Source: an optimization exercise on an open RTL-to-GDS flow (aim: small area, a short achievable clock period and few clock cycles). Production flows keep margins and buffers that such runs may drop. Function was checked by simulation only, so behaviour that the tests miss may differ from the original. The clock port is modelled as an ideal driver; clocking choices that lean on that would not hold on a real chip.

==> inputs of maple <==
==> flow/design.v (excerpt) <==
module Processor (
    clk, rst, start,
    imem_addr, imem_data,
    dmem_we, dmem_addr, dmem_wdata
  );
==> module Processor, before the edit <==
module Processor (
    clk, rst, start,
    imem_addr, imem_data,
    dmem_we, dmem_addr, dmem_wdata
  );
  input clk, rst, start;
  output [19:0] imem_addr;
  input  [15:0] imem_data;
  output        dmem_we;
  output [11:0] dmem_addr;
  output [15:0] dmem_wdata;
  reg        run;           
  reg [19:0] pc;
  reg [15:0] IR;            
  reg        dv;            
  reg [15:0] A, B;          
  reg        e_we, e_add, e_not, e_std;
  reg [2:0]  e_wa;
  reg [15:0] R [0:7];
  wire go = run | start;
  wire [4:0] op = IR[15:11];
  wire [2:0] rs = IR[10:8];
  wire [2:0] rt = IR[7:5];
  wire d_ldm = dv & (op == 5'd1);
  wire d_std = dv & (op == 5'd2);
  wire d_add = dv & (op == 5'd3);
  wire d_not = dv & (op == 5'd4);
  wire [15:0] sum    = A + B;
  wire [15:0] result = e_add ? sum : (B ^ {16{e_not}});
  wire [15:0] rd_s = (e_we && e_wa == rs) ? result : R[rs];
  wire [15:0] rd_t = (e_we && e_wa == rt) ? result : R[rt];
  always @(posedge clk, posedge rst)
  begin
    if (rst)
    begin
      run   <= 1'b0;
      pc    <= 20'h20;
      dv    <= 1'b0;
      e_we  <= 1'b0;
      e_std <= 1'b0;
    end
    else
    begin
      run   <= go;
      pc    <= pc + {19'b0, go};
      dv    <= go & ~d_ldm;
      e_we  <= d_ldm | d_add | d_not;
      e_std <= d_std;
    end
  end
  always @(posedge clk)
  begin
    IR    <= imem_data;
    A     <= rd_s;
    B     <= d_ldm ? imem_data : rd_t;
    e_wa  <= rt;
    e_add <= d_add;
    e_not <= d_not;
  end
  genvar g;
  generate
    for (g = 0; g < 8; g = g + 1)
    begin : regs
      always @(posedge clk, posedge rst)
      begin
        if (rst)
          R[g] <= 16'b0;
        else if (e_we && e_wa == g)
          R[g] <= result;
      end
    end
  endgenerate
  assign imem_addr  = pc;
  assign dmem_we    = e_std;
  assign dmem_addr  = B[11:0];
  assign dmem_wdata = A;
endmodule
clock: 4.0 ns
lec_check: 0
cap_margin: 20
core_margin: 2
core_utilization: 40
place_density: 0.6
slew_margin: 20
run.sh (not shown) runs the stock make flow with config.mk's settings and CLKGATE_MAP_FILE= SYNTH_SCRIPT=/design/flow/synth_recipe.tcl, a recipe that flattens the netlist after the stock synthesis.
==> inputs of zinc, as changes to maple <==
--- a/flow/design.v
+++ b/flow/design.v
@@ -238,69 +238,123 @@
   output        dmem_we;
   output [11:0] dmem_addr;
   output [15:0] dmem_wdata;
-  reg        run;           
-  reg [19:0] pc;
-  reg [15:0] IR;            
-  reg        dv;            
-  reg [15:0] A, B;          
-  reg        e_we, e_add, e_not, e_std;
-  reg [2:0]  e_wa;
-  reg [15:0] R [0:7];
-  wire go = run | start;
-  wire [4:0] op = IR[15:11];
-  wire [2:0] rs = IR[10:8];
-  wire [2:0] rt = IR[7:5];
-  wire d_ldm = dv & (op == 5'd1);
-  wire d_std = dv & (op == 5'd2);
-  wire d_add = dv & (op == 5'd3);
-  wire d_not = dv & (op == 5'd4);
-  wire [15:0] sum    = A + B;
-  wire [15:0] result = e_add ? sum : (B ^ {16{e_not}});
-  wire [15:0] rd_s = (e_we && e_wa == rs) ? result : R[rs];
-  wire [15:0] rd_t = (e_we && e_wa == rt) ? result : R[rt];
+  wire [15:0] instruction;
+  wire [19:0] pc;
+  reg [15:0] IFIDReg;   
+  reg [40:0] IDEReg;    
+  reg [15:0] IDEImm;    
+  wire MemR_sig, MemWR_sig, RW_sig_out, aluSrc_sig;
+  wire [15:0] I_op2, R_op2, op1, Reg_data;
+  wire [4:0] aluOp_sig;
+  wire [2:0] RW_Out_addr;
+  reg [32:0] EXMEMO_Reg;   
+  reg [19:0] MEMOWB_Reg;   
+  wire [2:0] Ccr;
+  wire [15:0] MemoryAddress;
+  wire [15:0] Out_Excute;
+  reg fetch_enable;
+  wire ldm;
+  reg [2:0] current_state, next_state;
+  localparam idle_state = 3'd0, fetch_state = 3'd1, decode_state = 3'd2, execute_state = 3'd3, memory_state = 3'd4, write_back_state = 3'd5;
+  IF
+    IF_dut (
+      .clk (clk ),
+      .rst ( rst ),
+      .enable(fetch_enable),
+      .pc (pc ),
+      .imem_data (imem_data ),
+      .instruction  ( instruction)
+    );
+  ID
+    ID_dut (
+      .instruction (IFIDReg),
+      .op1 (op1 ),
+      .R_op2 ( R_op2 ),
+      .I_op2 ( I_op2 ),
+      .RW_Out_addr (RW_Out_addr ),
+      .RW_In_addr (MEMOWB_Reg[2:0]),
+      .aluOp_sig (aluOp_sig ),
+      .RW_sig_out (RW_sig_out ),
+      .aluSrc_sig ( aluSrc_sig ),
+      .MemWR_sig ( MemWR_sig ),
+      .MemR_sig ( MemR_sig ),
+      .RW_Sig_in (MEMOWB_Reg[3] & (current_state == write_back_state)),
+      .Reg_data  ( Reg_data),
+      .clk (clk ),
+      .rst ( rst ),
+      .ldm(ldm)
+    );
+  Execution  Execute(.op1( IDEReg[31:16]),
+                     .op2( IDEReg[15:0]),
+                     .immediate( IDEImm),
+                     .AluOp( IDEReg[34:32]),
+                     .AluScr( IDEReg[35]),
+                     .Ccr(Ccr),
+                     .MemoryAddress(MemoryAddress),
+                     .Out(Out_Excute)
+                    );
+  assign dmem_we    = (current_state == memory_state) & EXMEMO_Reg[4];
+  assign dmem_addr  = EXMEMO_Reg[16:5];
+  assign dmem_wdata = EXMEMO_Reg[32:17];
+  assign imem_addr  = pc;
+  WriteBack Write_Back(.Load( MEMOWB_Reg[19:4]),
+                       .Rd( 16'b0 ),
+                       .Wb( MEMOWB_Reg[3]),
+                       .WriteData(Reg_data)
+                      );
+  always @(*)
+  begin
+    fetch_enable = 1'b0;
+    if (current_state == fetch_state)
+      fetch_enable = 1'b1;
+    if (current_state == decode_state && ldm)
+      fetch_enable = 1'b1;
+  end
   always @(posedge clk, posedge rst)
   begin
     if (rst)
     begin
-      run   <= 1'b0;
-      pc    <= 20'h20;
-      dv    <= 1'b0;
-      e_we  <= 1'b0;
-      e_std <= 1'b0;
+      IFIDReg    <= 16'b0;
+      IDEReg     <= 41'b0;
+      IDEImm     <= 16'b0;
+      EXMEMO_Reg <= 33'b0;
+      MEMOWB_Reg <= 20'b0;
     end
     else
     begin
-      run   <= go;
-      pc    <= pc + {19'b0, go};
-      dv    <= go & ~d_ldm;
-      e_we  <= d_ldm | d_add | d_not;
-      e_std <= d_std;
+      case (current_state)
+        fetch_state:
+          IFIDReg <= instruction;
+        decode_state:
+        begin
+          IDEReg <= {RW_sig_out, RW_Out_addr, MemWR_sig, aluSrc_sig, aluOp_sig[2:0], op1, R_op2};
+          IDEImm <= instruction;
+        end
+        execute_state:
+          EXMEMO_Reg <= {Out_Excute, MemoryAddress[11:0], IDEReg[36], IDEReg[40], IDEReg[39:37]};
+        memory_state:
+          MEMOWB_Reg <= {EXMEMO_Reg[32:17], EXMEMO_Reg[3], EXMEMO_Reg[2:0]};
+        default: ;
+      endcase
     end
   end
-  always @(posedge clk)
+  always @(*)
   begin
-    IR    <= imem_data;
-    A     <= rd_s;
-    B     <= d_ldm ? imem_data : rd_t;
-    e_wa  <= rt;
-    e_add <= d_add;
-    e_not <= d_not;
+    case (current_state)
+      idle_state:       next_state = start ? fetch_state : idle_state;
+      fetch_state:      next_state = decode_state;
+      decode_state:     next_state = execute_state;
+      execute_state:    next_state = memory_state;
+      memory_state:     next_state = write_back_state;
+      write_back_state: next_state = fetch_state;
+      default:          next_state = idle_state;
+    endcase
+  end
+  always @(posedge clk, posedge rst)
+  begin
+    if (rst)
+      current_state <= idle_state;
+    else
+      current_state <= next_state;
   end
-  genvar g;
-  generate
-    for (g = 0; g < 8; g = g + 1)
-    begin : regs
-      always @(posedge clk, posedge rst)
-      begin
-        if (rst)
-          R[g] <= 16'b0;
-        else if (e_we && e_wa == g)
-          R[g] <= result;
-      end
-    end
-  endgenerate
-  assign imem_addr  = pc;
-  assign dmem_we    = e_std;
-  assign dmem_addr  = B[11:0];
-  assign dmem_wdata = A;
 endmodule
==> results.py <==
metrics = {
    "run_status": {
        "status": "complete, no violations",
    },
    "routing": {
        "met2_length_um": 16400,
        "drt_iter0_drc": 814,
    },
    "synthesis": {
        "async_flop_share": 1.00,
        "syn_area_um2": 13500,
    },
    "clocking": {
        "cts_num_sinks": 272,
    },
    "critical_path": {
        "reg2reg_depth": 10,
    },
    "final_layout": {
        "biggestRegsByFlops": "ID_dut.RegFile_memo_dut.arr_regs (128), IDEReg (41), EXMEMO_Reg (33)",
    },
}
-- figures above: zinc

==> results.py <==
metrics = {
    "run_status": {
        "status": "complete, no violations",
    },
    "critical_path": {
        "reg2reg_depth": 7,
    },
    "routing": {
        "drt_iter0_drc": 719,
    },
    "synthesis": {
        "syn_area_um2": 10400,
        "async_flop_share": 0.760,
    },
    "final_layout": {
        "biggestRegsByFlops": "R (128), pc (20)",
    },
    "clocking": {
        "cts_num_sinks": 200,
    },
}
-- figures above: maple

Testbench counts of maple, summed over its fixed seeds: cycles 9,893.
Testbench counts of zinc, summed over its fixed seeds: cycles 39,608.

========
==> job 6980 <==
Another version of the RTL of Processor (not shown whole).
==> module Processor, before the edit <==
module Processor (
    clk, rst, start,
    imem_addr, imem_data,
    dmem_we, dmem_addr, dmem_wdata
  );
  input clk, rst, start;
  output [19:0] imem_addr;
  input  [15:0] imem_data;
  output        dmem_we;
  output [11:0] dmem_addr;
  output [15:0] dmem_wdata;
  reg        run;               
  reg [19:0] pcx;               
  wire [19:0] pc = pcx ^ 20'h20;
  reg        d_ldm, d_std, d_add, d_not;
  reg [2:0]  rt;                
  reg [7:0]  sel_s, sel_t;      
  reg        fa_add, fa_nadd;   
  reg        fb_add, fb_nadd;   
  reg [15:0] A, B;              
  reg        e_add, e_pass, e_not, e_std;
  reg [7:0]  e_wen;             
  reg [15:0] R [0:7];
  wire go = run | start;
  wire [19:0] pc_next;
  Inc20 pc_inc (.a(pc), .ci(go), .y(pc_next));
  wire d_wr = d_ldm | d_add | d_not;
  wire       n_val = go & ~d_ldm;
  wire [4:0] n_op  = imem_data[15:11];
  wire [2:0] n_rs  = imem_data[10:8];
  wire [2:0] n_rt  = imem_data[7:5];
  wire       n_ldm = n_op == 5'd1;
  wire       hit_s = rt == n_rs;    
  wire       hit_t = rt == n_rt;
  wire [15:0] sum;
  Adder16 add (.a(A), .b(B), .s(sum));
  wire [15:0] bn     = B ^ {16{e_not}};
  wire [15:0] bx     = bn & {16{e_pass}};
  wire [15:0] result;    
  LateOr16 res_or (.s(sum), .en(e_add), .e(bx), .y(result));
  reg  [15:0] rf_s, rf_t;
  integer k;
  always @(*)
  begin
    rf_s = 16'b0;
    rf_t = 16'b0;
    for (k = 0; k < 8; k = k + 1)
    begin
      rf_s = rf_s | (R[k] & {16{sel_s[k]}});
      rf_t = rf_t | (R[k] & {16{sel_t[k]}});
    end
  end
  wire [15:0] early_s = rf_s | (bn & {16{fa_nadd}});
  wire [15:0] early_t = rf_t | (bn & {16{fb_nadd}}) | (imem_data & {16{d_ldm}});
  wire [15:0] rd_s, rd_t;
  LateOr16 fwd_s (.s(sum), .en(fa_add), .e(early_s), .y(rd_s));
  LateOr16 fwd_t (.s(sum), .en(fb_add), .e(early_t), .y(rd_t));
  always @(posedge clk, posedge rst)
  begin
    if (rst)
    begin
      run    <= 1'b0;
      pcx    <= 20'h0;
      d_ldm  <= 1'b0;
      d_std  <= 1'b0;
      d_add  <= 1'b0;
      d_not  <= 1'b0;
      e_add  <= 1'b0;
      e_pass <= 1'b0;
      e_std  <= 1'b0;
      e_wen  <= 8'hff;
    end
    else
    begin
      run    <= go;
      pcx    <= pc_next ^ 20'h20;
      d_ldm  <= n_val & (n_op == 5'd1);
      d_std  <= n_val & (n_op == 5'd2);
      d_add  <= n_val & (n_op == 5'd3);
      d_not  <= n_val & (n_op == 5'd4);
      e_add  <= d_add;
      e_pass <= d_ldm | d_not;
      e_std  <= d_std;
      e_wen  <= ({8{d_wr}} & (8'b1 << rt)) | {8{~go}};
    end
  end
  always @(posedge clk)
  begin
    rt      <= n_rt;
    sel_s   <= (8'b1 << n_rs) & {8{~(d_wr & hit_s)}};
    sel_t   <= (8'b1 << n_rt) & {8{~((d_wr & hit_t) | n_ldm)}};
    fa_add  <= d_add & hit_s;
    fa_nadd <= (d_ldm | d_not) & hit_s;
    fb_add  <= d_add & hit_t & ~n_ldm;
    fb_nadd <= (d_ldm | d_not) & hit_t & ~n_ldm;
    A       <= rd_s;
    B       <= rd_t;
    e_not   <= d_not;
  end
  genvar g;
  generate
    for (g = 0; g < 8; g = g + 1)
    begin : regs
      always @(posedge clk)
      begin
        if (e_wen[g])
          R[g] <= result;
      end
    end
  endgenerate
  assign imem_addr  = pc;
  assign dmem_we    = e_std;
  assign dmem_addr  = B[11:0];
  assign dmem_wdata = A;
endmodule
export LEC_CHECK = 0
export CAP_MARGIN = 20
export CORE_MARGIN = 2
export CORE_UTILIZATION = 45
export PLACE_DENSITY = 0.65
export SETUP_SLACK_MARGIN = 2.0
export SLEW_MARGIN = 20
export SYNTH_HIERARCHICAL = 1
export SYNTH_MINIMUM_KEEP_SIZE = 0
create_clock -name core_clock -period 4.0 [get_ports {clk}]
==> job 2369 (differences from job 6980) <==
--- a/flow/design.v
+++ b/flow/design.v
@@ -250,3 +250,5 @@
   reg        e_add, e_pass, e_not, e_std;
-  reg [7:0]  e_wen;             
+  reg        e_we;              
+  reg        e_clr;             
+  reg [2:0]  e_rt;
   reg [15:0] R [0:7];
@@ -299,3 +301,4 @@
       e_std  <= 1'b0;
-      e_wen  <= 8'hff;
+      e_we   <= 1'b0;
+      e_clr  <= 1'b1;
     end
@@ -312,3 +315,4 @@
       e_std  <= d_std;
-      e_wen  <= ({8{d_wr}} & (8'b1 << rt)) | {8{~go}};
+      e_we   <= d_wr;
+      e_clr  <= ~go;
     end
@@ -318,2 +322,3 @@
     rt      <= n_rt;
+    e_rt    <= rt;
     sel_s   <= (8'b1 << n_rs) & {8{~(d_wr & hit_s)}};
@@ -334,3 +339,3 @@
       begin
-        if (e_wen[g])
+        if ((e_we && e_rt == g) || e_clr)
           R[g] <= result;
==> flow/flow/run.sh (new file) <==
#!/bin/bash
# The standard layout (standard.sh) with two changes:
#  - the input and output ports are buffered by a plain buffer
#    (sky130_fd_sc_hd__buf_2) instead of the cell the resizer picks by
#    itself (a delay cell);
#  - after CTS, the level of clock buffers between the root buffer and the
#    leaf buffers is removed (flatten_tree.tcl), so that the root buffer
#    drives the leaf buffers directly: a shorter clock tree, the same for
#    every register.
# Each tool's full output stays in orfs/logs/; make's output goes to
# flow_make_*.log and the tree edit's to flow_tree.log.
set -euo pipefail
export BUFFER_PORTS_ARGS="-buffer_cell sky130_fd_sc_hd__buf_2"
bash standard.sh cts > flow_make_1.log 2>&1
export CTS_ODB=orfs/results/${FLOW_PLATFORM}/Processor/base/4_cts.odb
openroad -no_init -exit flow/flatten_tree.tcl > flow_tree.log 2>&1
bash standard.sh finish > flow_make_2.log 2>&1
==> flow/flow/flatten_tree.tcl (new file) <==
# Drive the leaf clock buffers straight from the root clock buffer: each
# buffer between them is removed and its loads are moved to the root's net.
read_db $::env(CTS_ODB)
set block [ord::get_db_block]
set root [$block findInst clkbuf_0_clk]
if {$root eq "NULL"} {
  puts "no root clock buffer clkbuf_0_clk; tree left as it is"
} else {
  set rootnet [[$root findITerm X] getNet]
  set mids {}
  foreach it [$rootnet getITerms] {
    set inst [$it getInst]
    if {$inst eq $root} { continue }
    set master [[$inst getMaster] getName]
    if {[string match sky130_fd_sc_hd__clkbuf_* $master] && [string match clkbuf_* [$inst getName]]} {
      lappend mids $inst
    }
  }
  foreach mid $mids {
    set midnet [[$mid findITerm X] getNet]
    set loads {}
    foreach it [$midnet getITerms] {
      if {[$it getInst] ne $mid} { lappend loads $it }
    }
    foreach it $loads {
      $it disconnect
      $it connect $rootnet
    }
    [$mid findITerm A] disconnect
    [$mid findITerm X] disconnect
    puts "removed [$mid getName]: [llength $loads] loads moved to [$rootnet getName]"
    odb::dbInst_destroy $mid
    odb::dbNet_destroy $midnet
  }
  write_db $::env(CTS_ODB)
}
==> flow/standard.sh (new file) <==
#!/bin/bash
# synth_recipe.tcl (not shown) runs the flow's synth.tcl, then flattens the netlist and writes it again
# the make line also repeats each setting of config.mk as NAME=value (left out here)
make -C /OpenROAD-flow-scripts/flow DESIGN_CONFIG=/design/flow/config.mk WORK_HOME=/design/flow/orfs CLKGATE_MAP_FILE= SYNTH_SCRIPT=/design/flow/synth_recipe.tcl "${@:-finish}"
--- a/flow/config.mk
+++ b/flow/config.mk
@@ -9,5 +9,7 @@
 export CORE_MARGIN = 2
-export CORE_UTILIZATION = 45
+export CORE_UTILIZATION = 50
+export CTS_CLUSTER_DIAMETER = 100
+export CTS_CLUSTER_SIZE = 30
 export PLACE_DENSITY = 0.65
-export SETUP_SLACK_MARGIN = 2.0
+export SETUP_SLACK_MARGIN = 2.2
 export SLEW_MARGIN = 20
removed: flow/run.sh
==> flow_summary.json <==
{
  "inv_count": 23,
  "path_cells": "nor2_4 -> o21ai_2 -> a21oi_4 -> o21ai_2 -> a21oi_4 -> xnor2_2 -> a21o_1",
  "switchingPower_mw": 1.387,
  "outcome": "timing/DRC/antenna clean",
  "syn_to_final_growth_pct": 14.05
}
The numbers above come from job 2369.

==> flow_summary.json <==
{
  "syn_to_final_growth_pct": 17.59,
  "met2_length_mm": 12.94,
  "switchingPower_mw": 1.541,
  "outcome": "timing/DRC/antenna clean",
  "path_cells": "dlygate4sd2_1"
}
The numbers above come from job 6980.

Testbench counts of job 6980, summed over its fixed seeds: cycles 9,893.
Testbench counts of job 2369, summed over its fixed seeds: cycles 9,893.

[what the ideal ports hide]
No port has a modelled driver above. Below, the same layouts with a new extraction and two added sets of constraints.
Step 1 (the two cells are an assumption about what drives the block):
set clk [get_ports {clk}]
set_driving_cell -lib_cell sky130_fd_sc_hd__clkbuf_16 $clk
set_driving_cell -lib_cell sky130_fd_sc_hd__buf_2 [delete_from_list [all_inputs] $clk]
Step 2 also shifts input and output timing later by t, the mid clock arrival at the registers, as if the neighbouring blocks saw the same clock.
Slacks: ideal ports / drivers / drivers and shift; pairs: ideal ports / drivers.
run | t (ns) | setup WS [ns] | worst setup path after step 2
maple | 0.487 | 1.089 / 1.089 / 1.055 | input to register
zinc | 0.588 | 0.856 / 0.856 / 0.856 | register to register
job 6980 | 0.562 | 2.016 / 1.974 / 1.560 | input to register
job 2369 | 0.431 | 2.163 / 2.135 / 1.914 | input to register
After both steps setup and hold are still met in every run listed. For job 6980, which loses most, drivers alone change the setup slack by -0.042 ns; drivers and shift together by -0.456 ns.
